This is an optimization exercise on Yosys and OpenROAD, whose aim is small area, not a production implementation.
Only simulation tests tie the RTL to the original design; equivalence was not proved.

Setup of job 101:
==> flow/design.v (excerpt) <==
module CPU(
    input clk,
    input rst_n,
    input [7:0] op,
    input [7:0] Data,
    input prog_done,
    output [7:0] pos,
    output [6:0] seg1,
    output [6:0] seg2
);
    wire rst = ~rst_n;
    wire set;
    wire clk_bps;
    keyfilter Setfilter(clk, rst, prog_done, set);
    clkDiv ClkDiv(clk, rst, clk_bps);
    reg [2:0] p;
    always @(posedge clk or posedge rst)
        if (rst) p <= 3'd0;
        else if (clk_bps) p <= p + 3'd1;
    assign pos = 8'b1 << p;
    reg [7:0] R0, R1, R2, R3;
    reg [3:0] PC;
    reg full;                        
    wire [3:0] opc = op[7:4];
    wire exec = set & ~opc[3] & (~opc[2] | (opc[1:0] == 2'b00));
    reg [7:0] rx, ry;
    always @* begin
        case (op[3:2]) 2'd0: rx = R0; 2'd1: rx = R1; 2'd2: rx = R2; default: rx = R3; endcase
        case (op[1:0]) 2'd0: ry = R0; 2'd1: ry = R1; 2'd2: ry = R2; default: ry = R3; endcase
    end
    wire is_mul = opc[2];
    wire is_sub = ~opc[2] & opc[1] & opc[0];
    wire [7:0] my = {ry[7:1] & {7{is_mul}}, is_mul ? ry[0] : opc[1]};
    wire [7:0] mz = is_mul ? 8'd0 :
                    opc[1] ? (ry ^ {8{opc[0]}}) :
                    opc[0] ? ry : Data;
    wire [15:0] prod_n;
    wire [7:0] pp_n [0:7];
    genvar mi, mj;
    generate
        for (mi = 0; mi < 8; mi = mi + 1) begin : g_pp
            if (mi == 1) begin : g_z
                assign pp_n[1] = ~((rx & {8{my[1]}}) | {1'b0, mz[7:1]});
            end else begin : g_p
                assign pp_n[mi] = ~(rx & {8{my[mi]}});
            end
        end
    endgenerate
  ...
For scale: ~1200 cells after synthesis, roughly 300 flip-flops, ~14000 sq um of cells after synthesis.
clock: 150.0 ns
lec_check: 0
abc_area: 1
cap_margin: 20
core_margin: 2
core_utilization: 40
slew_margin: 20
synth_hierarchical: 1
standard.sh (not shown) runs the stock make flow with config.mk's settings and CLKGATE_MAP_FILE= SYNTH_SCRIPT=/design/flow/synth_recipe.tcl, a recipe that flattens the netlist after the stock synthesis.
==> flow/flow/run.sh <==
#!/bin/bash
# Own layout flow: the standard flow (standard.sh) with these changes:
#  - synthesis maps the logic with an area-oriented ABC script (flow/area.abc),
#    and looks for full adders only in the module fa (elsewhere extract_fa
#    turns random logic into half-adder cells plus inverters); synth_recipe.tcl
#    is otherwise unchanged, and registers are mapped before both steps, so they
#    are the standard synthesis's registers;
#  - ports are buffered with the smallest buffer;
#  - clock tree: small clock buffers, larger sink clusters, no dummy loads.
# make's output goes to flow_make.log here; each tool's full log is under orfs/logs.
set -euo pipefail
W=$(pwd)
TARGET=${OWN_FLOW_TARGET:-finish}
{
  head -n 1 synth_recipe.tcl
  cat <<EOT
proc abc {args} {
  set i [lsearch -exact \$args -script]
  if { \$i >= 0 } { lset args [expr {\$i + 1}] $W/flow/area.abc }
  yosys abc {*}\$args
}
proc extract_fa {args} { yosys extract_fa {*}\$args fa }
EOT
  tail -n +2 synth_recipe.tcl
} > own_synth.tcl
source flow/knobs.sh
bash standard.sh SYNTH_SCRIPT=$W/own_synth.tcl "${KNOBS[@]}" $TARGET > flow_make.log 2>&1
==> flow/flow/area.abc <==
strash
&get -n
&deepsyn -T 20
&put
dch
amap
strash
dch
amap
topo
stime -c
==> flow/flow/knobs.sh <==
KNOBS=(
  "BUFFER_PORTS_ARGS=-buffer_cell sky130_fd_sc_hd__buf_1"
  "CTS_ARGS=-sink_clustering_enable -repair_clock_nets -dont_use_dummy_load -buf_list {sky130_fd_sc_hd__clkbuf_8} -sink_clustering_size 16 -sink_clustering_max_diameter 50"
)
Job 101 finished all stages; the layout is clean.
Relative to job 101, the following input files were edited for job 102:
==> flow/flow/area.abc <==
strash
dch
amap
strash
dch
amap
strash
dch
amap
topo
stime -c
### Flow results
Job 102 finished end to end and its layout was clean on timing, DRC and antenna.
In job 102 relative to job 101, global-route wire length before repair had gone up by a few percent.
Compared with job 101, job 102 instantiates a larger number of standard cells.
Delta (job 102 minus job 101): pin count of the biggest net entering global routing went up by 3.9%; total of fill cells in the finished design saw an increase.
When job 102 is measured against job 101, its global-route usage turns out 0.16 points higher.
Job 102 ended up with a higher via count than job 101 did.
Going from job 101 to job 102, post-synthesis to final-layout area growth grows by 0.22 points.
Job 102 against job 101: share of the clock period used by the worst path up 0.60 points.

==> afterwards: timing with drivers on the ports <==
How much do the figures lean on ideal ports? The routed layouts below were timed once more, with nothing changed but the port constraints. Step 1, drivers: a clkbuf_16 drives clk and a buf_2 each remaining input, both assumed. Step 2 adds t to the input delays and takes it off the output delays; t is the mean of the earliest and latest rising clock arrival at the registers after step 1. Input paths then give back, and output paths get back, about the clock's delay inside the block. Three values: no drivers, after step 1, after step 2; two values: the first two.
run	t, ns	slack for setup (ns)	worst setup path after step 2	worst data-port slew with drivers (ns)	pins driven straight from the clock port
job 101	0.592	108.593 / 108.613 / 108.021	input to register	0.03	1
job 102	0.589	107.694 / 107.706 / 107.117	input to register	0.03	1
After both steps setup and hold are still met in every run listed. The setup slack of job 102, which loses most, moves by +0.012 ns with the drivers and by -0.577 ns with both steps.
